Context: an optimization exercise on an open-source flow, tuned for small area, a short achievable clock period and few clock cycles. The choices shown serve that exercise and are no tape-out recipe.
Only simulation tests tie the RTL to the original design; equivalence was not proved.
Power and IR drop assume default switching activity.

<file path="flow/run.sh">
#!/bin/bash
# synth_recipe.tcl (not shown) runs the flow's synth.tcl, then flattens the netlist and writes it again
# the make line also repeats each setting of config.mk as NAME=value (left out here)
make -C /OpenROAD-flow-scripts/flow DESIGN_CONFIG=/design/flow/config.mk WORK_HOME=/design/flow/orfs CLKGATE_MAP_FILE= SYNTH_SCRIPT=/design/flow/synth_recipe.tcl finish
</file>
<file path="flow/config.mk">
export PLATFORM = sky130hd
export DESIGN_NAME = DT
export DESIGN_NICKNAME = DT
export VERILOG_FILES = /design/flow/design.v
export SDC_FILE = /design/flow/constraint.sdc
export NUM_CORES = 4
export LEC_CHECK = 0
export CAP_MARGIN = 20
export CORE_MARGIN = 2
export CORE_UTILIZATION = 40
export SETUP_SLACK_MARGIN = 2.5
export SLEW_MARGIN = 20
</file>
<file path="flow/constraint.sdc">
create_clock -name core_clock -period 5.0 [get_ports {clk}]
set_input_delay 1.0000 -clock core_clock [delete_from_list [all_inputs] [get_ports {clk}]]
set_output_delay 1.0000 -clock core_clock [all_outputs]
set_load 0.01 [all_outputs]
</file>
<file path="flow/design.v">
`timescale 1ns/10ps
module DT(
	input 			clk,
	input			reset,
	output	reg		done ,
	output	reg		sti_rd ,
	output	reg 	[9:0]	sti_addr ,
	input		[15:0]	sti_di,
	output	reg		res_wr ,
	output	reg		res_rd ,
	output	reg 	[13:0]	res_addr ,
	output		[7:0]	res_do,
	input		[7:0]	res_di,
	output  reg fwpass_finish
	);
localparam OP_INIT  = 3'd0;
localparam OP_W     = 3'd1;    
localparam OP_RD    = 3'd2;    
localparam OP_FETCH = 3'd3;    
localparam OP_F     = 3'd4;    
localparam OP_FIX   = 3'd5;    
localparam OP_DONE  = 3'd6;
reg [2:0] op;
reg       bwd;
reg [1:0] slot;           
reg [5:0] far, mid;
reg       vf, vm;
reg       sh;             
reg [5:0] rdo;
reg       pred;
reg       nb;             
reg       la_any, la_more, la_adj, pos0;
reg [3:0] la_nx;          
assign res_do = {2'b00, rdo};
wire [6:0] arow = res_addr[13:7];
wire [6:0] acol = res_addr[6:0];
wire [3:0] apos = res_addr[3:0];
wire [5:0] di = res_di[5:0];
wire       c_fr = far < rdo;
wire       c_mr = mid < rdo;
wire       c_mf = mid < far;
wire       sel_r = !c_fr && !c_mr;
wire       sel_f = !sel_r && !c_mf;
wire [5:0] mk = sel_r ? rdo : (sel_f ? far : mid);        
wire [5:0] rdo1 = (&rdo) ? rdo : rdo + 6'd1;
wire [5:0] far1 = (&far) ? far : far + 6'd1;
wire [5:0] mid1 = (&mid) ? mid : mid + 6'd1;
wire [5:0] mk1 = sel_r ? rdo1 : (sel_f ? far1 : mid1);
wire [5:0] di1 = di + 6'd1;                              
wire       flt = di < rdo;
wire       fgt = rdo < di;
wire       dlt = flt && (di < far) && (di < mid);
wire [5:0] m1 = dlt ? di1 : mk1;
wire       mz = (mk == 6'd0) || (di == 6'd0);
wire [5:0] wf = sh ? far : mid;
wire       wvf = sh ? vf : vm;
wire       wvm = sh && vm;
wire       zks = (wvf && wf == 6'd0) || (wvm && mid == 6'd0);
wire [1:0] s0 = !wvf ? 2'd0 : !wvm ? 2'd1 : 2'd2;
wire [6:0] rowp1 = arow + 7'd1;
wire [6:0] rowm1 = arow - 7'd1;
wire [6:0] colp1 = acol + 7'd1;
wire [6:0] colp2 = acol + 7'd2;
wire [6:0] colm1 = acol - 7'd1;
wire [6:0] colm2 = acol - 7'd2;
wire [6:0] colps = (s0 == 2'd0) ? acol : (s0 == 2'd1) ? colp1 : colp2;
wire [6:0] colms = (s0 == 2'd0) ? acol : (s0 == 2'd1) ? colm1 : colm2;
wire [15:0] bits;                        
genvar gi;
generate for (gi = 0; gi < 16; gi = gi + 1) begin : g_bits
	assign bits[gi] = sti_di[15-gi];
end endgenerate
wire [3:0] nbi = (op == OP_W) ? apos + 4'd2 : apos;
wire       nb_n = bits[nbi];
wire inter_n = (arow != 7'd0) && (arow != 7'd127) && (acol <= 7'd125);
wire objn = inter_n && nb;
wire [15:0] meff = bits & {bits[14:0], 1'b1};
wire [15:0] msh = {meff[14:0], 1'b0};
wire        refresh = sti_rd;           
integer k;
reg [15:0] below;
always @(*) begin
	for (k = 0; k < 16; k = k + 1) below[k] = refresh || (k < la_nx);
end
wire [15:0] cand = meff & below;
wire [7:0] a1, m1t, i1;
wire [3:0] a2, m2; wire [7:0] i2;
wire [1:0] a3, m3; wire [5:0] i3;
generate for (gi = 0; gi < 8; gi = gi + 1) begin : g_t1
	assign a1[gi] = cand[2*gi+1] | cand[2*gi];
	assign m1t[gi] = cand[2*gi+1] & cand[2*gi];
	assign i1[gi] = cand[2*gi+1];
end endgenerate
generate for (gi = 0; gi < 4; gi = gi + 1) begin : g_t2
	assign a2[gi] = a1[2*gi+1] | a1[2*gi];
	assign m2[gi] = m1t[2*gi+1] | m1t[2*gi] | (a1[2*gi+1] & a1[2*gi]);
	assign i2[2*gi+1] = a1[2*gi+1];
	assign i2[2*gi] = a1[2*gi+1] ? i1[2*gi+1] : i1[2*gi];
end endgenerate
generate for (gi = 0; gi < 2; gi = gi + 1) begin : g_t3
	assign a3[gi] = a2[2*gi+1] | a2[2*gi];
	assign m3[gi] = m2[2*gi+1] | m2[2*gi] | (a2[2*gi+1] & a2[2*gi]);
	assign i3[3*gi+2] = a2[2*gi+1];
	assign i3[3*gi+1:3*gi] = a2[2*gi+1] ? i2[4*gi+3:4*gi+2] : i2[4*gi+1:4*gi];
end endgenerate
wire       s_any = a3[1] | a3[0];
wire       s_more = m3[1] | m3[0] | (a3[1] & a3[0]);
wire [3:0] s_nx = a3[1] ? {1'b1, i3[5:3]} : {1'b0, i3[2:0]};
wire       s_adj = refresh ? (pos0 && meff[15]) : msh[la_nx];
wire       wany = |meff;
reg [2:0] n_op; reg n_bwd; reg [1:0] n_slot;
reg [5:0] n_far, n_mid; reg n_vf, n_vm, n_sh;
reg [5:0] n_rdo; reg n_pred;
reg [13:0] n_addr; reg n_rd, n_wr, n_srd; reg [9:0] n_saddr; reg n_done, n_fw;
reg mv;                   
reg n_pos0;
reg [2:0] np_op;
reg np_mv, np_one, np_srd, np_done, np_rd, np_wr, np_pos0;
reg [13:0] np_addr;
wire lastw = (sti_addr == 10'd8);
always @(*) begin
	np_op = OP_FETCH; np_mv = 1'b0; np_one = 1'b0; np_srd = 1'b0; np_done = 1'b0;
	np_rd = 1'b0; np_wr = 1'b0; np_addr = res_addr; np_pos0 = pos0;
	if (sti_rd) begin
		if (op == OP_FETCH && !wany) begin
			if (lastw) begin np_op = OP_DONE; np_done = 1'b1; end
			else begin np_srd = 1'b1; np_pos0 = 1'b0; end
		end
	end else if (la_any) begin
		np_mv = 1'b1; np_rd = 1'b1; np_pos0 = (la_nx == 4'd0);
		np_srd = !la_more && !lastw;
		if (la_adj && !zks) begin
			np_op = OP_RD; np_addr = {rowp1, colms};
		end else begin
			np_op = OP_F; np_wr = 1'b1; np_one = 1'b1; np_addr = {sti_addr, la_nx};
		end
	end else if (lastw) begin
		np_op = OP_DONE; np_done = 1'b1;
	end else begin
		np_srd = 1'b1; np_pos0 = 1'b0;
	end
end
wire fix = (op == OP_F) && (res_wr ? flt : fgt);
wire [5:0] rval = (op == OP_F && flt) ? di : rdo;
always @(*) begin
	n_op = op; n_bwd = bwd; n_slot = slot;
	n_far = far; n_mid = mid; n_vf = vf; n_vm = vm; n_sh = sh;
	n_rdo = rdo; n_pred = pred;
	n_addr = res_addr; n_rd = 1'b0; n_wr = 1'b0; n_srd = 1'b0; n_saddr = sti_addr;
	n_done = 1'b0; n_fw = 1'b0; mv = 1'b0; n_pos0 = pos0;
	case (op)
	OP_INIT: begin
		n_bwd = 1'b0; n_op = OP_W; n_wr = 1'b1; n_addr = 14'd0; n_rdo = 6'd0;
		n_saddr = 10'd1; n_vf = 1'b0; n_vm = 1'b0; n_sh = 1'b0;
	end
	OP_W: begin
		if (sti_rd) n_saddr = sti_addr + 10'd1;
		if (res_addr == 14'd16383) begin
			n_op = OP_FETCH; n_bwd = 1'b1; n_srd = 1'b1; n_saddr = 10'd1015;
			n_pred = 1'b1; n_pos0 = 1'b0;
		end else begin
			n_far = wf; n_vf = wvf; n_vm = wvm; n_sh = 1'b0;
			if (objn && !(rdo == 6'd0 || zks)) begin
				n_op = OP_RD; n_slot = s0; n_rd = 1'b1;
				n_addr = {rowm1, colps};
			end else begin
				n_op = OP_W; n_wr = 1'b1; n_rdo = {5'd0, objn};
				n_addr = {(acol == 7'd127) ? rowp1 : arow, colp1};
				n_srd = (apos == 4'hd); n_fw = (res_addr == 14'd16382);
			end
		end
	end
	OP_RD: begin
		if (slot == 2'd2) begin
			n_far = mid; n_mid = di; n_vf = 1'b1; n_vm = 1'b1; n_sh = 1'b1;
			n_rdo = m1;
			if (!bwd) begin
				n_op = OP_W; n_wr = 1'b1; n_srd = (apos == 4'hf);
				n_addr = {rowp1, colm1};
			end else begin
				n_op = OP_F; n_rd = 1'b1; n_wr = pred || mz;
				n_addr = {rowm1, colp1};
			end
		end else begin
			if (slot == 2'd0) begin n_far = di; n_vf = 1'b1; end
			else begin n_mid = di; n_vm = 1'b1; end
			n_slot = slot + 2'd1; n_op = OP_RD; n_rd = 1'b1;
			n_addr = {arow, bwd ? colm1 : colp1};
		end
	end
	OP_DONE: begin
		n_done = 1'b1;
	end
	default: begin  
		if (op == OP_F) n_pred = !flt;
		if (fix) begin
			n_op = OP_FIX; n_wr = 1'b1; n_rdo = rval;
		end else begin
			n_op = np_op; n_slot = s0; n_addr = np_addr;
			n_rd = np_rd; n_wr = np_wr; n_srd = np_srd; n_done = np_done;
			n_pos0 = np_pos0; mv = np_mv;
			n_rdo = np_one ? 6'd1 : rval;
			if (np_srd) n_saddr = sti_addr - 10'd1;
			if (np_mv) begin
				n_sh = 1'b0;
				if (la_adj) begin
					n_far = wf; n_vf = wvf; n_vm = wvm;
				end else begin
					n_vf = 1'b0; n_vm = 1'b0;
				end
			end
		end
	end
	endcase
end
always @(posedge clk or negedge reset) begin
	if (!reset) begin
		op <= OP_INIT; res_rd <= 1'b0; res_wr <= 1'b0; sti_rd <= 1'b0;
		done <= 1'b0; fwpass_finish <= 1'b0;
	end else begin
		op <= n_op; res_rd <= n_rd; res_wr <= n_wr; sti_rd <= n_srd;
		done <= n_done; fwpass_finish <= n_fw;
	end
end
always @(posedge clk) begin
	bwd <= n_bwd; slot <= n_slot;
	far <= n_far; mid <= n_mid; vf <= n_vf; vm <= n_vm; sh <= n_sh;
	rdo <= n_rdo; pred <= n_pred; pos0 <= n_pos0;
	res_addr <= n_addr; sti_addr <= n_saddr;
	if (!bwd) begin
		if (op != OP_RD || slot == 2'd2) nb <= nb_n;
	end
	if (bwd && (refresh || mv)) begin
		la_any <= s_any; la_more <= s_more; la_nx <= s_nx; la_adj <= s_adj;
	end
end
endmodule
</file>
==> flow_metrics.tcl, run 1 <==
set metrics [dict create \
    hold_class "flip-flop to flip-flop" \
    clk_latency_ns 0.35 \
    synthTopCellsByArea "edfxtp_1 25%, ha_1 9.6%, nand2_1 4.8%" \
    ios 63 \
    leakagePower_nw 3.74 \
    cts_buffers 9 \
    slew_headroom 0.472 \
    portBuffers 58 \
    core_area_sq_um 17100 \
    tns_ns 0 \
    final_common_cell "buf_4" \
    drtPass1Iterations 6 \
    ys_ff_latch 66 \
    cts.sinks 66 \
    finalSetupViolations 0 \
    vias 7444 \
    crit_required_ns 5.07 \
    fmax_ghz 0.362 \
    crit_family "buffers and inverters" \
    grt_pass1_wl_um 37700 \
    min_from "slot[0]$_DFFE_PP_" \
    crit_path_start_kind "primary input" \
    clock_skew_ns 0.00790 \
    syn-cell-area_sq_um 6940 \
    vdd_drop_max_uv 290 \
    r2r-start "op[2]$_DFFE_PN0N_" \
    yosysSeqAreaShare 0.280 \
    ctsRootBufferMaster "clkbuf_16" \
    yosys.area.top_type "edfxtp_1" \
    max-cap-violations 0 \
    cpMaxStageDelayCell "mux2i_4" \
    r2r_slack_ns 2.31 \
    async_flop_share 0.121 \
    period_minus_slack_ns 2.76 \
    drc 0 \
    hold_buffers 0 \
    slowest_delay_ns 0.28 \
    overflow 0 \
    synth_area_per_cell_sq_um 8.24 \
    crit_chain "buf_4 > inv_6 > ha_4 > nand2b_1 > a21oi_2 > nor3_4 > mux2i_4 > buf_12 > buf_6 > o311ai_4 > a21oi_4 > buf_12 > buf_16" \
    die-area_sq_um 18400 \
    reg2reg_depth 8 \
    die_y_um 136 \
    antennaDiodeCount 0 \
    cp_max_fo 7 \
    num_rows 48 \
    grt_max_degree 22 \
    holdPathStages 1 \
    crit_path_frequent_cell "buf_12" \
    cts_tree "yes" \
    crit_type "primary input to flip-flop" \
    grt_usage 0.265 \
    final_area_sq_um 9550 \
    drtIter0Drc 681 \
    r2r_end "nb$_DFFE_PP_" \
    vias_per_cell 6.09 \
    syn_inst 842 \
    rsz0062_at_grt "true" \
    final_cell_mix "106 x buf_4, 81 x nand2_1, 66 x nor2_1, 58 x edfxtp_1" \
    h-tree-depth 3 \
    slew_violations 0 \
    path_buf_inv 6 \
    cts_max_path_buffers 2 \
    dp_hpwl_um 16500 \
    status "no timing/DRC/antenna violations" \
    antenna_found_initial 0 \
    critPathCaptureType "flip-flop" \
    synth_top_area_share 0.251 \
    place_congestion 0.890 \
    arrival_ns 2.83 \
    placed_area_sq_um 7820 \
    area_delta_synth_final_pct 37.7 \
    hold_viol 0 \
    ys_types 89 \
    drive_above_1_share 0.287 \
    start_util 0.405 \
    power-per-cell-area_nw_per_um2 742 \
    grt_pass1_vias 6675 \
    post_drt_wl_per_cell_um 20.3 \
    holdPathEnd "slot[0]$_DFFE_PP_" \
    ys_warn_count 1 \
    fin_nets 1071 \
    clk_pin_slew_worst_paths_ns 0.06 \
    tightest_slew_ns 0.789 \
    die_x_um 136 \
    synth_edf_count 58 \
    antenna_left 0 \
    synth_flop_cell "edfxtp_1" \
    wirelength_um 24800 \
    period_share 0.553 \
]
## state kept, by name (all words and copies together) (netlist names), 2 cells and up
register and cells:
la_nx 4, far 6, mid 6, rdo 6, res_addr 14, slot 2
op 3, sti_addr 10
## worst max-delay path by stage
stage | from | to | slack, ns | cells past startpoint
global route | res_di[4] | res_addr[11]$_DFFE_PP_ | 2.14 | 12
floorplan | res_di[4] | res_addr[10]$_DFFE_PP_ | 2.05 | 8
finish | res_di[1] | sti_addr[2]$_DFFE_PP_ | 2.24 | 13
CTS | res_di[4] | res_addr[12]$_DFFE_PP_ | 2.19 | 12
global placement | res_di[4] | res_addr[6]$_DFFE_PP_ | 0.84 | 9
detailed placement | res_di[4] | res_addr[4]$_DFFE_PP_ | 0.82 | 9
## metal layers
metal  global-route usage  share of wire  vias to the layer above
met5                    0              0                        -
met4               0.0723          0.020                        0
met3               0.0348          0.079                       34
met2                0.402           0.45                      344
met1                0.394           0.45                     3616
li1                     -              -                     3450
## synth_stat cells (5+ instances only)
cell type	count
nand2b_1	9
a31oi_1	13
and2_1	5
nand3_1	46
o21ai_0	58
a21oi_1	54
nor2b_1	7
and3_1	13
xnor2_1	23
xor2_1	11
nor4_1	7
or3_1	6
or2_2	5
a21o_1	7
a32oi_1	7
a22oi_1	5
nand2_1	88
inv_1	44
buf_2	7
o21a_1	6
o211ai_1	16
o22ai_1	10
nor2_1	77
o221ai_1	5
ha_1	53
dfrtp_1	8
mux2i_1	23
edfxtp_1	58
mux4_2	6
nor3_1	17
a211oi_1	6
clkbuf_1	24
buf_6	6
nand4_1	12
a2bb2oi_1	5
## power by group
group / total (mW) / leakage (nW) / internal [mW] / switching [mW]
Clock: 0.635 / 0.134 / 0.382 / 0.254
Combinational: 4.98 / 2.94 / 2.27 / 2.71
Sequential: 1.47 / 0.666 / 1.07 / 0.396
Total: 7.08 / 3.74 / 3.72 / 3.36
## cells by family after synthesis
family	after synthesis	synth area share
flip-flops	66	0.280
other	1	0.000541
AO/OA/AOI/OAI	242	0.233
adder cells (fa/ha/maj)	54	0.0972
AND/OR/NAND/NOR	321	0.229
multiplexers	33	0.0592
buffers and inverters	91	0.0586
XOR/XNOR	34	0.0429
## through the flow
stage          total power [mW]  utilization  hold WS (ns)  std cells  setup slack [ns]
4_1_cts                    6.54        0.524         0.577       1175              2.19
3_3_place_gp               5.12        0.457         0.564       1093             0.844
6_report                   7.08        0.558         0.580       1222              2.24
3_5_place_dp               5.14        0.457         0.570       1093             0.816
5_1_grt                    7.55        0.558         0.601       1222              2.14
2_1_floorplan              4.03            -         0.522        843              2.05
## what timing repair did
item / in CTS / in global routing
gates resized for setup: 147 / 80
pin swaps: 28 / 37
buffers inserted: 65 / 47
cloned: 1 / 0
setup endpoints to repair: 106 / 85
## final cells by class
cell class | count | area (sq um)
clock inverters | 6 | 57.6
multi-input cells | 686 | 5250
fillers | 1587 | 7570
repair buffers | 182 | 1570
flip-flops and latches | 66 | 1940
inverters | 47 | 218
clock buffers | 10 | 229
well taps | 225 | 282
Testbench counts, summed over its fixed seeds: cycles 587,452.
==> inputs of run 2 (changes only) <==
--- a/flow/config.mk
+++ b/flow/config.mk
@@ -8,5 +8,7 @@
 export CAP_MARGIN = 20
 export CORE_MARGIN = 2
-export CORE_UTILIZATION = 40
-export SETUP_SLACK_MARGIN = 2.5
+export CORE_UTILIZATION = 65
+export CTS_BUF_LIST = sky130_fd_sc_hd__clkbuf_8
+export CTS_CLUSTER_SIZE = 40
+export SETUP_SLACK_MARGIN = 2.0
 export SLEW_MARGIN = 20
==> run 2 against run 1 <==
  * First-iteration DRC count up 64%
  * Combinational power down 23%
  * Sequential share of layout area increased by 3.3 points
  * Synthesized area unchanged
  * Fmax is 6.9% lower
  * Non-clock buffer count shrank 85
  * Setup slack lost 0.21 ns
  * Clock power decreased by 18%
  * Critical endpoint is now rdo[5]$_DFFE_PP_
  * Routed wire length decreased by 7.8%
  * Final cell count is 14% lower
  * Highest routed layer unchanged
  * Register-to-register slack worse by 0.24 ns
==> flow_metrics.tcl, run 2 <==
set metrics [dict create \
    status "no timing/DRC/antenna violations" \
    synth_area_per_cell_sq_um 8.24 \
    clk_latency_ns 0.36 \
    clk_pin_slew_worst_paths_ns 0.08 \
    startpoint "res_di[5]" \
    min_from "slot[0]$_DFFE_PP_" \
    cts_tree "yes" \
    wirelength_um 22800 \
    p_sw_frac 0.505 \
    antenna_found_initial 0 \
    cts.sinks 66 \
    crit_type "primary input to flip-flop" \
    p_sw_mw 3.05 \
    fmax_ghz 0.337 \
    finalSetupViolations 0 \
    power-per-cell-area_nw_per_um2 735 \
    num_rows 37 \
    synth_compound_area_frac 0.233 \
    placed_area_sq_um 7610 \
    comb_power_share 0.636 \
    ios 63 \
    synth.most_common_cell "nand2_1" \
    rsz0062_at_grt "true" \
    synth-simple-area-share 0.229 \
    h-tree-depth 3 \
    drc 0 \
    p_int_mw 2.99 \
    cts_buffers 9 \
    crit_path_frequent_cell "buf_4" \
    start_util 0.672 \
    ys_warn_count 1 \
    grt_max_degree 22 \
    cts_max_path_buffers 2 \
    cp_max_fo 6 \
    hold_ws_ns 0.586 \
    yosysSeqAreaShare 0.280 \
    post_drt_wl_per_cell_um 21.8 \
    dp_hpwl_um 15900 \
    portBuffers 58 \
    fin_nets 986 \
    path_buf_inv 4 \
    reg.largest.list "res_addr: 14 flops, sti_addr: 10 flops" \
    hold_viol 0 \
    synth-xor-area-share 0.0429 \
    drive_above_1_share 0.139 \
    grt_pass1_vias 6889 \
    clock_skew_ns 0.0158 \
    hold_buffers 0 \
    vdd_drop_max_uv 404 \
    period_share 0.594 \
    top_register "res_addr" \
    synth_top_family_by_area "compound AO/OA/AOI/OAI gates" \
    core_area_sq_um 10300 \
    ys_ff_latch 66 \
    tns_ns 0 \
    arrival_ns 3.05 \
    grt_usage 0.393 \
    vias_per_cell 7.12 \
    r2r-start "op[1]$_DFFE_PN0N_" \
    overflow 0 \
    crit_family "compound AO/OA/AOI/OAI gates" \
    synthTopCellsByArea "edfxtp_1 25%, ha_1 9.6%, nand2_1 4.8%" \
    tightest_slew_ns 0.851 \
    power_mw 6.05 \
    drtIter0Drc 1114 \
    ys_types 89 \
    drtPass1Iterations 6 \
    grt_pass1_wl_um 35500 \
    leakagePower_nw 3.22 \
    power.share.sequential 0.278 \
    hold_class "flip-flop to flip-flop" \
    critPathCaptureType "flip-flop" \
    synth_flop_cell "edfxtp_1" \
    slew_violations 0 \
    max-cap-violations 0 \
    place_congestion 0.994 \
    final_area_sq_um 8220 \
    async_flop_share 0.121 \
    area_delta_synth_final_pct 18.6 \
    die_y_um 107 \
    fillers 696 \
    ctsRootBufferMaster "clkbuf_8" \
    antennaDiodeCount 0 \
    syn_inst 842 \
    synth_common_cells "88 x nand2_1, 77 x nor2_1, 58 x edfxtp_1, 58 x o21ai_0, 54 x a21oi_1" \
    die-area_sq_um 11500 \
    vias 7463 \
    cpMaxStageDelayCell "ha_4" \
    die_x_um 107 \
    synthAdderAreaFrac 0.0972 \
    synth_top_area_share 0.251 \
    r2r_slack_ns 2.07 \
    crit_chain "buf_4 > inv_2 > ha_4 > nand4_1 > a21oi_4 > nor3_4 > mux2i_2 > buf_6 > buf_4 > o21ai_2 > a32oi_1 > o21ai_0" \
    crit_required_ns 5.08 \
    final_common_cell "nand2_1" \
    muxShareOfSynthArea 0.0592 \
    final_cell_mix "87 x nand2_1, 75 x nor2_1, 58 x edfxtp_1, 56 x o21ai_0, 49 x ha_1" \
    slowest_delay_ns 0.27 \
    yosys.area.top_type "edfxtp_1" \
    syn-cell-area_sq_um 6940 \
    synth_edf_count 58 \
    antenna_left 0 \
    largest_reg_flops 14 \
    crit_path_start_kind "primary input" \
    slew_headroom 0.433 \
    p_clk_frac 0.086 \
    period_minus_slack_ns 2.97 \
]
[run 2: final cells by class]
cell class                 count  area [sq um]  share of cell area
sequential                    66          1940               0.236
clock buffer                   9           124              0.0151
tap                          136           170              0.0207
multi-input combinational    686          4810               0.584
inverter                      47           181              0.0221
clock inverter                 7          93.8              0.0114
timing repair buffer          97           903               0.110
[run 2: final timing paths]
check / to / cells after the start
worst min register to register: slot[0]$_DFFE_PP_ / 1
max in group asynchronous: op[1]$_DFFE_PN0N_ / 1
worst max-delay path: rdo[5]$_DFFE_PP_ / 12
worst min-delay path: slot[0]$_DFFE_PP_ / 1
worst max register to register: res_addr[10]$_DFFE_PP_ / 9
min in group asynchronous: res_rd$_DFF_PN0_ / 1
[run 2: through the flow]
step / setup slack [ns] / std cells / util
after detailed placement: 0.950 / 1002 / 0.737
after CTS: 2.00 / 1036 / 0.782
after global placement: 1.09 / 1002 / 0.737
after floorplan: 2.01 / 843 / -
after global routing: 1.95 / 1048 / 0.797
final: 2.03 / 1048 / 0.797
[run 2: metal layers]
metal / GRT usage / vias to the layer above / wire length [um]
li1: - / 3287 / -
met1: 0.515 / 3423 / 8560
met2: 0.637 / 609 / 10500
met3: 0.0587 / 144 / 2500
met4: 0.187 / 0 / 1320
met5: 0 / - / 0
[run 2: logic make-up after synthesis]
group | after synthesis
and+or+nand+nor | 321
muxes | 33
adders and majority gates | 54
buffers and inverters | 91
xor gates and xnor gates | 34
DFF | 66
other | 1
AOI/OAI and AO/OA | 242
[run 2: power groups by stage]
| stage | sequential (mW) | combinational [mW] | clock, mW |
|---|---|---|---|
| after floorplan | 1.39 | 2.60 | 0 |
| after global placement | 1.65 | 3.25 | 0 |
| after detailed placement | 1.68 | 3.38 | 0 |
| after CTS | 1.65 | 3.61 | 0.510 |
| after global routing | 1.71 | 4.15 | 0.538 |
| final | 1.68 | 3.84 | 0.518 |
[run 2: timing repair]
| item | CTS | global route |
|---|---|---|
| buffers inserted | 17 | 12 |
| pin swaps | 11 | 9 |
| gates resized for setup | 37 | 26 |
| endpoints found under the setup margin | 65 | 71 |
| gates cloned | 1 | 0 |
==> inputs of run 3 (changes only) <==
==> flow/flow/run.sh (new file) <==
#!/bin/bash
# The standard layout, with the port buffers made from the smallest buffer cell.
set -euo pipefail
bash standard.sh 'BUFFER_PORTS_ARGS=-buffer_cell sky130_fd_sc_hd__buf_1' finish > layout.log 2>&1
==> flow/standard.sh (new file) <==
#!/bin/bash
# synth_recipe.tcl (not shown) runs the flow's synth.tcl, then flattens the netlist and writes it again
# the make line also repeats each setting of config.mk as NAME=value (left out here)
make -C /OpenROAD-flow-scripts/flow DESIGN_CONFIG=/design/flow/config.mk WORK_HOME=/design/flow/orfs CLKGATE_MAP_FILE= SYNTH_SCRIPT=/design/flow/synth_recipe.tcl "${@:-finish}"
--- a/flow/config.mk
+++ b/flow/config.mk
@@ -8,7 +8,8 @@
 export CAP_MARGIN = 20
 export CORE_MARGIN = 2
-export CORE_UTILIZATION = 65
+export CORE_UTILIZATION = 40
 export CTS_BUF_LIST = sky130_fd_sc_hd__clkbuf_8
 export CTS_CLUSTER_SIZE = 40
-export SETUP_SLACK_MARGIN = 2.0
+export PLACE_DENSITY = 0.8
+export SETUP_SLACK_MARGIN = 2.2
 export SLEW_MARGIN = 20
removed: flow/run.sh
==> run 3 against run 2 <==
  * Largest power group unchanged
  * Setup slack better by 0.096 ns
  * Critical path depth down 3
  * Non-clock buffer count up 12
  * Critical path type is now flip-flop to flip-flop
  * Sequential share of layout area about the same
  * Critical endpoint is now nb$_DFFE_PP_
==> flow_metrics.tcl, run 3 <==
set metrics [dict create \
    status "no timing/DRC/antenna violations" \
    num_rows 48 \
    cts_tree "yes" \
    crit_chain "nor2_1 > buf_4 > nand2_2 > clkinvlp_4 > xnor2_4 > mux4_2 > mux2_2 > nor2_1 > a21oi_1" \
    clk_pin_slew_worst_paths_ns 0.08 \
    wirelength_um 22300 \
    yosys.area.top_type "edfxtp_1" \
    vdd_drop_max_uv 299 \
    die_y_um 136 \
    synth.most_common_cell "nand2_1" \
    slew_violations 0 \
    top_register "res_addr" \
    grt_pass1_vias 6594 \
    core_area_sq_um 17100 \
    synth_edf_count 58 \
    rsz0062_at_grt "true" \
    synth_area_per_cell_sq_um 8.24 \
    die-area_sq_um 18400 \
    grt_max_degree 23 \
    fillers 1571 \
    crit_type "flip-flop to flip-flop" \
    antenna_found_initial 0 \
    clock_skew_ns 0.0118 \
    drtPass1Iterations 6 \
    synth_top_area_share 0.251 \
    power-per-cell-area_nw_per_um2 729 \
    slew_headroom 0.460 \
    reg.largest.list "res_addr: 14 flops, sti_addr: 10 flops" \
    crit_required_ns 5.09 \
    fin_cells 1148 \
    crit_path_start_kind "flip-flop" \
    area_delta_synth_final_pct 18.2 \
    ys_ff_latch 66 \
    ctsRootBufferMaster "clkbuf_8" \
    async_flop_share 0.121 \
    dp_hpwl_um 15200 \
    drc 0 \
    vias_per_cell 6.42 \
    critPathCaptureType "flip-flop" \
    portBuffers 58 \
    die_x_um 136 \
    place_congestion 0.964 \
    final_common_cell "nand2_1" \
    cpMaxStageDelayCell "dfrtp_1" \
    start_util 0.405 \
    synth_common_cells "88 x nand2_1, 77 x nor2_1, 58 x edfxtp_1, 58 x o21ai_0, 54 x a21oi_1" \
    crit_path_frequent_cell "nor2_1" \
    fmax_ghz 0.348 \
    ys_warn_count 1 \
    clk_latency_ns 0.37 \
    tightest_slew_ns 0.804 \
    finalSetupViolations 0 \
    antennaDiodeCount 0 \
    leakagePower_nw 3.12 \
    grt_usage 0.231 \
    drive_above_1_share 0.157 \
    ys_types 89 \
    fin_nets 999 \
    grt_pass1_wl_um 34100 \
    post_drt_wl_per_cell_um 19.5 \
    tns_ns 0 \
    syn-cell-area_sq_um 6940 \
    max-cap-violations 0 \
    h-tree-depth 3 \
    slowest_delay_ns 0.41 \
    period_minus_slack_ns 2.87 \
    yosysSeqAreaShare 0.280 \
    synth_flop_cell "edfxtp_1" \
    cts.sinks 66 \
    final_cell_mix "87 x nand2_1, 73 x nor2_1, 58 x edfxtp_1, 54 x o21ai_0, 54 x buf_1" \
    dpl.cell_count 1090 \
    largest_reg_flops 14 \
    cts_buffers 9 \
    ios 63 \
    cts_max_path_buffers 2 \
    hold_class "flip-flop to flip-flop" \
    drtIter0Drc 950 \
    synthTopCellsByArea "edfxtp_1 25%, ha_1 9.6%, nand2_1 4.8%" \
    hold_viol 0 \
    syn_inst 842 \
    vias 7368 \
    finish.utilization 0.479 \
    antenna_left 0 \
    period_share 0.575 \
    arrival_ns 2.96 \
    cp_max_fo 22 \
    overflow 0 \
]
-- run 3: layer usage --
metal  vias to the layer above  GRT usage  wire [um]
li1                       3311          -          -
met2                       461      0.367      10400
met5                         -          0          0
met3                        81     0.0355       2220
met1                      3515      0.316       8930
met4                         0     0.0880        814
-- run 3: cells by family after synthesis --
group,after synthesis,synth area share
mux,33,0.0592
fa+ha+maj,54,0.0972
xor+xnor,34,0.0429
compound gates,242,0.233
simple gates,321,0.229
buf+inv,91,0.0586
flops,66,0.280
other cells,1,0.000541
-- run 3: worst paths after layout --
path / startpoint / endpoint / slack, ns / depth (start not counted)
worst min register to register: slot[0]$_DFFE_PP_ / slot[0]$_DFFE_PP_ / 0.58 / 1
min in group asynchronous: reset / op[1]$_DFFE_PN0N_ / 0.65 / 1
worst min-delay path: slot[0]$_DFFE_PP_ / slot[0]$_DFFE_PP_ / 0.58 / 1
worst max register to register: op[1]$_DFFE_PN0N_ / nb$_DFFE_PP_ / 2.13 / 9
worst max-delay path: op[1]$_DFFE_PN0N_ / nb$_DFFE_PP_ / 2.13 / 9
max in group asynchronous: reset / res_wr$_DFF_PN0_ / 3.91 / 1
-- run 3: critical path, delay by kind of cell, from the launching register on --
family	cells	cell delay [ns]
and+or+nand+nor	3	0.50
buffers and inverters	2	0.59
AOI/OAI and AO/OA	1	0.08
xor gates and xnor gates	1	0.36
muxes	2	0.64
DFF	1	0.41
-- run 3: power breakdown --
group	leakage, nW	internal [mW]	switching [mW]	total [mW]
logic	2.36	1.60	2.30	3.90
registers	0.669	1.07	0.555	1.63
clock network	0.0954	0.235	0.215	0.450
-- run 3: what timing repair did --
item | in CTS | in global routing
endpoints found under the setup margin | 77 | 65
resized for setup | 36 | 24
hold buffers | 0 | 0
cloned | 1 | 0
pin swaps | 7 | 11
buffers inserted | 19 | 24
-- run 3: metrics by stage --
stage	hold WS (ns)	setup WS [ns]	total power, mW	instance area (sq um)
2_1_floorplan	0.522	2.05	4.02	7080
3_3_place_gp	0.562	1.15	4.81	7400
3_5_place_dp	0.565	1.05	4.90	7400
4_1_cts	0.575	2.16	5.56	7910
5_1_grt	0.626	2.06	6.36	8200
6_report	0.585	2.13	5.98	8200
-- run 3: final cells by class --
cell class                 count  area (sq um)  share of cell area
tap                          225           282              0.0343
timing repair buffer         109           677              0.0826
sequential                    66          1940               0.237
inverter                      47           210              0.0256
clock inverter                 4          43.8             0.00534
clock buffer                  10           138              0.0168
multi-input combinational    687          4910               0.598
==> inputs of run 4 (changes only) <==
--- a/flow/design.v
+++ b/flow/design.v
@@ -43,8 +43,5 @@
 wire       sel_f = !sel_r && !c_mf;
 wire [5:0] mk = sel_r ? rdo : (sel_f ? far : mid);        
-wire [5:0] rdo1 = (&rdo) ? rdo : rdo + 6'd1;
-wire [5:0] far1 = (&far) ? far : far + 6'd1;
-wire [5:0] mid1 = (&mid) ? mid : mid + 6'd1;
-wire [5:0] mk1 = sel_r ? rdo1 : (sel_f ? far1 : mid1);
+wire [5:0] mk1 = (&mk) ? mk : mk + 6'd1;
 wire [5:0] di1 = di + 6'd1;                              
 wire       flt = di < rdo;
==> run 4 against run 3 <==
  * Still clean
  * Synthesized area shrank 3.5%
  * Setup slack got worse by 0.18 ns
  * Sequential share of layout area fell by 1.1 points
  * Fmax decreased by 5.9%
  * Design area increased by 5.0%
  * Worst hold slack worse by 0.016 ns
  * Non-clock buffer count grew 40
  * Synthesized cell count down 3.2%
  * Combinational power grew 22%
  * Total power up 13%
  * Largest power group unchanged
==> flow_metrics.tcl, run 4 <==
set metrics [dict create \
    status "no timing/DRC/antenna violations" \
    hold_viol 0 \
    fin_nets 1009 \
    grt_usage 0.239 \
    synthTopCellsByArea "edfxtp_1 26%, ha_1 9.3%, nand2_1 5.5%" \
    clock_skew_ns 0.0111 \
    cts_buffers 9 \
    portBuffers 58 \
    placed_area_sq_um 7260 \
    ys_types 78 \
    num_rows 47 \
    place_congestion 1.00 \
    cp_max_fo 4 \
    clk_latency_ns 0.36 \
    antenna_found_initial 0 \
    yosysSeqAreaShare 0.290 \
    grt_pass1_wl_um 34100 \
    synth-xor-area-share 0.0406 \
    synth-simple-area-share 0.223 \
    cts_max_path_buffers 2 \
    drtIter0Drc 711 \
    core_area_sq_um 16500 \
    ctsRootBufferMaster "clkbuf_8" \
    period_share 0.611 \
    async_flop_share 0.121 \
    multi_input_area_sq_um 4970 \
    grt_max_degree 22 \
    grt_pass1_vias 6448 \
    yosys.area.top_type "edfxtp_1" \
    power-per-cell-area_nw_per_um2 787 \
    vias 7130 \
    hold_ws_ns 0.569 \
    overflow 0 \
    vdd_drop_max_uv 599 \
    drtPass1Iterations 5 \
    comb_power_share 0.700 \
    p_sw_frac 0.490 \
    p_sw_mw 3.32 \
    power.share.sequential 0.225 \
    dp_hpwl_um 14900 \
    min_from "pred$_SDFFCE_PP1P_" \
    largest_reg_flops 14 \
    ys_warn_count 1 \
    synth_top_family_by_area "compound AO/OA/AOI/OAI gates" \
    routed.top_layer "met4" \
    synth.most_common_cell "nand2_1" \
    synth_flop_cell "edfxtp_1" \
    synth_compound_area_frac 0.232 \
    h-tree-depth 3 \
    tns_ns 0 \
    crit_required_ns 5.11 \
    muxShareOfSynthArea 0.0617 \
    startpoint "far[2]$_DFFE_PP_" \
    syn-cell-area_sq_um 6700 \
    route.met2.wl_um 11000 \
    rsz0062_at_grt "true" \
    max-cap-violations 0 \
    arrival_ns 3.16 \
    vias_per_cell 6.16 \
    die-area_sq_um 17800 \
    final_cell_mix "94 x nand2_1, 76 x buf_4, 63 x nor2_1, 58 x edfxtp_1, 55 x o21ai_0" \
    power_mw 6.77 \
    synth_edf_count 58 \
    start_util 0.407 \
    wirelength_um 22400 \
    tightest_slew_ns 0.764 \
    finalSetupViolations 0 \
    crit_type "flip-flop to flip-flop" \
    fillers 1484 \
    synthAdderAreaFrac 0.0949 \
    p_clk_frac 0.075 \
    r2r-start "far[2]$_DFFE_PP_" \
    ios 63 \
    syn_inst 815 \
    drive_above_1_share 0.239 \
    final_common_cell "nand2_1" \
    drt-met1-wl_um 8700 \
    drc 0 \
    fmax_ghz 0.328 \
    regArea_sq_um 1940 \
    ys_ff_latch 66 \
    cts.sinks 66 \
    die_y_um 133 \
    post_drt_wl_per_cell_um 19.4 \
    hold_class "flip-flop to flip-flop" \
    synth_area_per_cell_sq_um 8.21 \
    top_register "res_addr" \
    antennaDiodeCount 0 \
    reg.largest.list "res_addr: 14 flops, sti_addr: 10 flops" \
    period_minus_slack_ns 3.05 \
    synth_common_cells "98 x nand2_1, 67 x nor2_1, 59 x o21ai_0, 58 x edfxtp_1, 50 x ha_1" \
    p_int_mw 3.45 \
    clk_pin_slew_worst_paths_ns 0.08 \
    cts_tree "yes" \
    slew_headroom 0.489 \
    antenna_left 0 \
    met3_length_um 1800 \
    crit_path_start_kind "flip-flop" \
    synth_top_area_share 0.260 \
    slew_violations 0 \
    area_delta_synth_final_pct 28.6 \
    die_x_um 133 \
    critPathCaptureType "flip-flop" \
    hold_buffers 0 \
    final_area_sq_um 8610 \
    leakagePower_nw 3.31 \
]
## run 4: cell count changes after synthesis, moves of 6 or more
cell / previous run / this run
nand3_1: 46 / 31
clkbuf_1: 24 / 31
xnor2_1: 23 / 17
nor3_1: 17 / 25
nor2_1: 77 / 67
nand2_1: 88 / 98
o22ai_1: 10 / 16
## run 4: stage by stage
stage                     setup WS [ns]  utilization  std cells
after floorplan                    2.01            -        816
after global placement             1.23        0.441       1061
after detailed placement           1.18        0.441       1061
after CTS                          1.88        0.492       1126
after global routing               1.82        0.523       1158
final                              1.95        0.523       1158
## run 4: worst max-delay path, cell delays in order, from the launching register on
cell	delay, ns
edfxtp_1	0.48
buf_6	0.17
ha_4	0.27
nand2_2	0.05
o21ai_2	0.18
a221oi_4	0.10
or2_4	0.29
buf_6	0.13
buf_6	0.12
mux2i_4	0.17
or4_4	0.59
mux2i_1	0.19
o21ai_1	0.08
## run 4: final timing paths
path,endpoint,slack (ns),depth (start not counted)
max,rdo[1]$_DFFE_PP_,1.95,12
min,res_wr$_DFF_PN0_,0.57,2
max reg2reg,rdo[1]$_DFFE_PP_,1.95,12
min reg2reg,res_wr$_DFF_PN0_,0.57,2
max in group asynchronous,op[1]$_DFFE_PN0N_,4.00,1
min in group asynchronous,op[2]$_DFFE_PN0N_,0.60,1
## run 4: per-layer routing
metal | up-vias | GRT usage
met1 | 3353 | 0.305
met4 | 0 | 0.0987
met5 | - | 0
met2 | 434 | 0.402
met3 | 71 | 0.0384
li1 | 3272 | -
## run 4: what timing repair did
item	CTS	global route
setup endpoints to repair	72	70
cloned	0	0
gates resized for setup	56	58
pin swaps	24	32
setup buffers	49	32
## run 4: power by group through the flow
stage	clock [mW]	sequential [mW]	combinational [mW]
after floorplan	0	1.34	2.80
after global placement	0	1.59	3.35
after detailed placement	0	1.59	3.43
after CTS	0.514	1.51	4.09
after global routing	0.539	1.56	5.12
final	0.507	1.52	4.74
## run 4: area by class of cell
type                    instances  area share
well taps                     220      0.0320
repair buffers                149       0.116
inverters                      46      0.0230
flip-flops and latches         66       0.226
clock inverters                 6     0.00945
multi-input cells             661       0.577
clock buffers                  10      0.0160
## run 4: logic make-up (layout without fill, tap and decap cells)
family                     count (synthesis)  after routing
xor gates and xnor gates                  31             31
DFF                                       66             66
buffers and inverters                     89            211
muxes                                     33             33
other                                      1              2
and+or+nand+nor                          306            306
AOI/OAI and AO/OA                        238            238
adders and majority gates                 51             51
Testbench counts of run 4, summed over its fixed seeds: cycles 587,452.
==> inputs of run 5 (changes only) <==
--- a/flow/config.mk
+++ b/flow/config.mk
@@ -11,5 +11,4 @@
 export CTS_BUF_LIST = sky130_fd_sc_hd__clkbuf_8
 export CTS_CLUSTER_SIZE = 40
-export PLACE_DENSITY = 0.8
-export SETUP_SLACK_MARGIN = 2.2
+export SETUP_SLACK_MARGIN = 2.0
 export SLEW_MARGIN = 20
==> run 5 against run 4 <==
  * Critical path depth is the same
  * Critical path type unchanged
  * First-iteration DRC count decreased by 28%
  * Still clean
  * Die area stayed put
==> flow_metrics.tcl, run 5 <==
set metrics [dict create \
    area_delta_synth_final_pct 23.0 \
    ys_types 78 \
    ys_ff_latch 66 \
    reg.largest.list "res_addr: 14 flops, sti_addr: 10 flops" \
    hold_class "flip-flop to flip-flop" \
    place_congestion 0.945 \
    grt_pass1_wl_um 34700 \
    critPathCaptureType "flip-flop" \
    largest_reg_flops 14 \
    synthTopCellsByArea "edfxtp_1 26%, ha_1 9.3%, nand2_1 5.5%" \
    crit_path_start_kind "flip-flop" \
    period_minus_slack_ns 3.11 \
    synth_edf_count 58 \
    tns_ns 0 \
    h-tree-depth 3 \
    p_sw_frac 0.499 \
    cp_max_fo 4 \
    grt_pass1_vias 6364 \
    yosysSeqAreaShare 0.290 \
    die-area_sq_um 17800 \
    cts_buffers 9 \
    async_flop_share 0.121 \
    post_drt_wl_per_cell_um 19.6 \
    synth_common_cells "98 x nand2_1, 67 x nor2_1, 59 x o21ai_0, 58 x edfxtp_1, 50 x ha_1" \
    syn_inst 815 \
    power.share.sequential 0.236 \
    leakagePower_nw 3.16 \
    synth_area_per_cell_sq_um 8.21 \
    period_share 0.622 \
    tightest_slew_ns 0.761 \
    drive_above_1_share 0.201 \
    cts_tree "yes" \
    fin_nets 981 \
    final_common_cell "nand2_1" \
    cpMaxStageDelayCell "or4_4" \
    die_x_um 133 \
    max-cap-violations 0 \
    cts_max_path_buffers 2 \
    path_buf_inv 2 \
    ctsRootBufferMaster "clkbuf_8" \
    dp_hpwl_um 15500 \
    ios 63 \
    vdd_drop_max_uv 478 \
    final_cell_mix "95 x nand2_1, 61 x nor2_1, 58 x edfxtp_1, 56 x buf_1, 55 x o21ai_0" \
    start_util 0.407 \
    drc 0 \
    antenna_found_initial 0 \
    vias_per_cell 6.01 \
    drtIter0Drc 514 \
    synth_top_area_share 0.260 \
    status "no timing/DRC/antenna violations" \
    yosys.area.top_type "edfxtp_1" \
    overflow 0 \
    antenna_left 0 \
    cts.sinks 66 \
    syn-cell-area_sq_um 6700 \
    clk_latency_ns 0.37 \
    crit_family "simple AND/OR/NAND/NOR gates" \
    top_register "res_addr" \
    fmax_ghz 0.322 \
    synth_flop_cell "edfxtp_1" \
    crit_required_ns 5.11 \
    power_mw 6.61 \
    drtPass1Iterations 5 \
    hold_viol 0 \
    comb_power_share 0.686 \
    finalSetupViolations 0 \
    wirelength_um 22200 \
    antennaDiodeCount 0 \
    vias 6793 \
    power-per-cell-area_nw_per_um2 802 \
    synth.most_common_cell "nand2_1" \
    grt_usage 0.247 \
    crit_type "flip-flop to flip-flop" \
    hold_buffers 0 \
    slew_violations 0 \
    clk_pin_slew_worst_paths_ns 0.07 \
    clock_skew_ns 0.00690 \
    core_area_sq_um 16500 \
    portBuffers 58 \
    crit_chain "ha_4 > nand2_4 > o21ai_4 > a221oi_4 > or2_4 > buf_6 > o21ai_4 > ha_4 > inv_4 > or4_4 > mux2i_2 > a21oi_1" \
    arrival_ns 3.22 \
    p_sw_mw 3.30 \
    rsz0062_at_grt "true" \
    ys_warn_count 1 \
    num_rows 47 \
    grt_max_degree 23 \
    slowest_delay_ns 0.52 \
    die_y_um 133 \
    p_clk_frac 0.078 \
    p_int_mw 3.31 \
    slew_headroom 0.491 \
]
[run 5: cell counts after synthesis]
No cell type changed its count.
[run 5: layout make-up]
cell class	count	area, sq um
inverter	46	181
multi-input combinational	661	4860
clock inverter	2	33.8
sequential	66	1940
tap	220	275
clock buffer	14	193
fill	1621	8230
timing repair buffer	121	748
[run 5: cell families (layout without fill, tap and decap cells)]
family / after synthesis / in the layout / synth area share
compound gates: 238 / 238 / 0.232
xor+xnor: 31 / 31 / 0.0406
buf+inv: 89 / 183 / 0.0574
fa+ha+maj: 51 / 51 / 0.0949
flops: 66 / 66 / 0.290
simple gates: 306 / 306 / 0.223
other cells: 1 / 2 / 0.000560
mux: 33 / 33 / 0.0617
[run 5: timing repair]
item / in CTS / in global routing
gates resized for setup: 25 / 66
buffers inserted: 35 / 21
pin swaps: 16 / 23
endpoints found under the setup margin: 72 / 73
cloned: 0 / 0
[run 5: path summary, 6_finish.rpt]
kind / end / cells after the start / slack (ns) / from
max: rdo[0]$_DFFE_PP_ / 12 / 1.89 / far[2]$_DFFE_PP_
min: res_wr$_DFF_PN0_ / 2 / 0.53 / pred$_SDFFCE_PP1P_
max reg2reg: rdo[0]$_DFFE_PP_ / 12 / 1.89 / far[2]$_DFFE_PP_
min reg2reg: res_wr$_DFF_PN0_ / 2 / 0.53 / pred$_SDFFCE_PP1P_
max in group asynchronous: op[0]$_DFFE_PN0N_ / 1 / 3.96 / reset
min in group asynchronous: sti_rd$_DFF_PN0_ / 1 / 0.61 / reset
[run 5: per-layer routing]
metal / wire (um) / up-vias / track usage
met1: 9420 / 3247 / 0.324
met3: 1400 / 51 / 0.0323
met2: 10600 / 279 / 0.402
met4: 733 / 0 / 0.119
li1: - / 3216 / -
met5: 0 / - / 0
[run 5: power groups by stage]
stage | registers, mW | logic (mW) | clock network (mW)
3_3_place_gp | 1.62 | 3.39 | 0
6_report | 1.56 | 4.53 | 0.514
3_5_place_dp | 1.61 | 3.41 | 0
4_1_cts | 1.54 | 3.98 | 0.526
5_1_grt | 1.62 | 4.94 | 0.545
2_1_floorplan | 1.34 | 2.76 | 0
[run 5: per-stage QoR]
stage / util / instance area [sq um] / instances / hold WS, ns / setup WS, ns
finish: 0.500 / 8230 / 1130 / 0.525 / 1.89
global route: 0.500 / 8230 / 1130 / 0.580 / 1.85
CTS: 0.473 / 7780 / 1109 / 0.533 / 1.87
detailed placement: 0.436 / 7170 / 1058 / 0.518 / 1.17
global placement: 0.436 / 7170 / 1058 / 0.518 / 1.15
floorplan: - / 6840 / 816 / 0.489 / 2.01
[run 5: tightest hold or removal path, delay by kind of cell, from the launching register on]
kind	cells	cell delay [ns]
flops	1	0.32
compound gates	2	0.17

[what the ideal ports hide]
The results above use ideal ports. As a check the final layouts listed here were re-extracted and re-timed, cells and wires unchanged.
Step 1, drivers: a clkbuf_16 drives clk and a buf_2 each remaining input, both assumed.
Step 2 times the ports against the registers' clock, not the clock port: input delays grow and output delays shrink by t, the midpoint of the rising clock arrivals with the driver on.
a / b / c = ideal ports / drivers / drivers and shift; a / b = the first two.
run	shift t [ns]	setup WS [ns]	latest minus earliest clock arrival (ns)
run 1	0.385	2.236 / 2.218 / 1.833	0.008 / 0.008
run 2	0.389	2.031 / 2.034 / 1.645	0.015 / 0.016
run 3	0.398	2.127 / 2.127 / 1.756	0.011 / 0.011
run 4	0.389	1.947 / 1.947 / 1.628	0.011 / 0.011
run 5	0.403	1.892 / 1.892 / 1.610	0.007 / 0.007
After both steps every run listed still meets setup and hold. The setup slack of run 1, which loses most, moves by -0.018 ns with the drivers and by -0.403 ns with both steps.
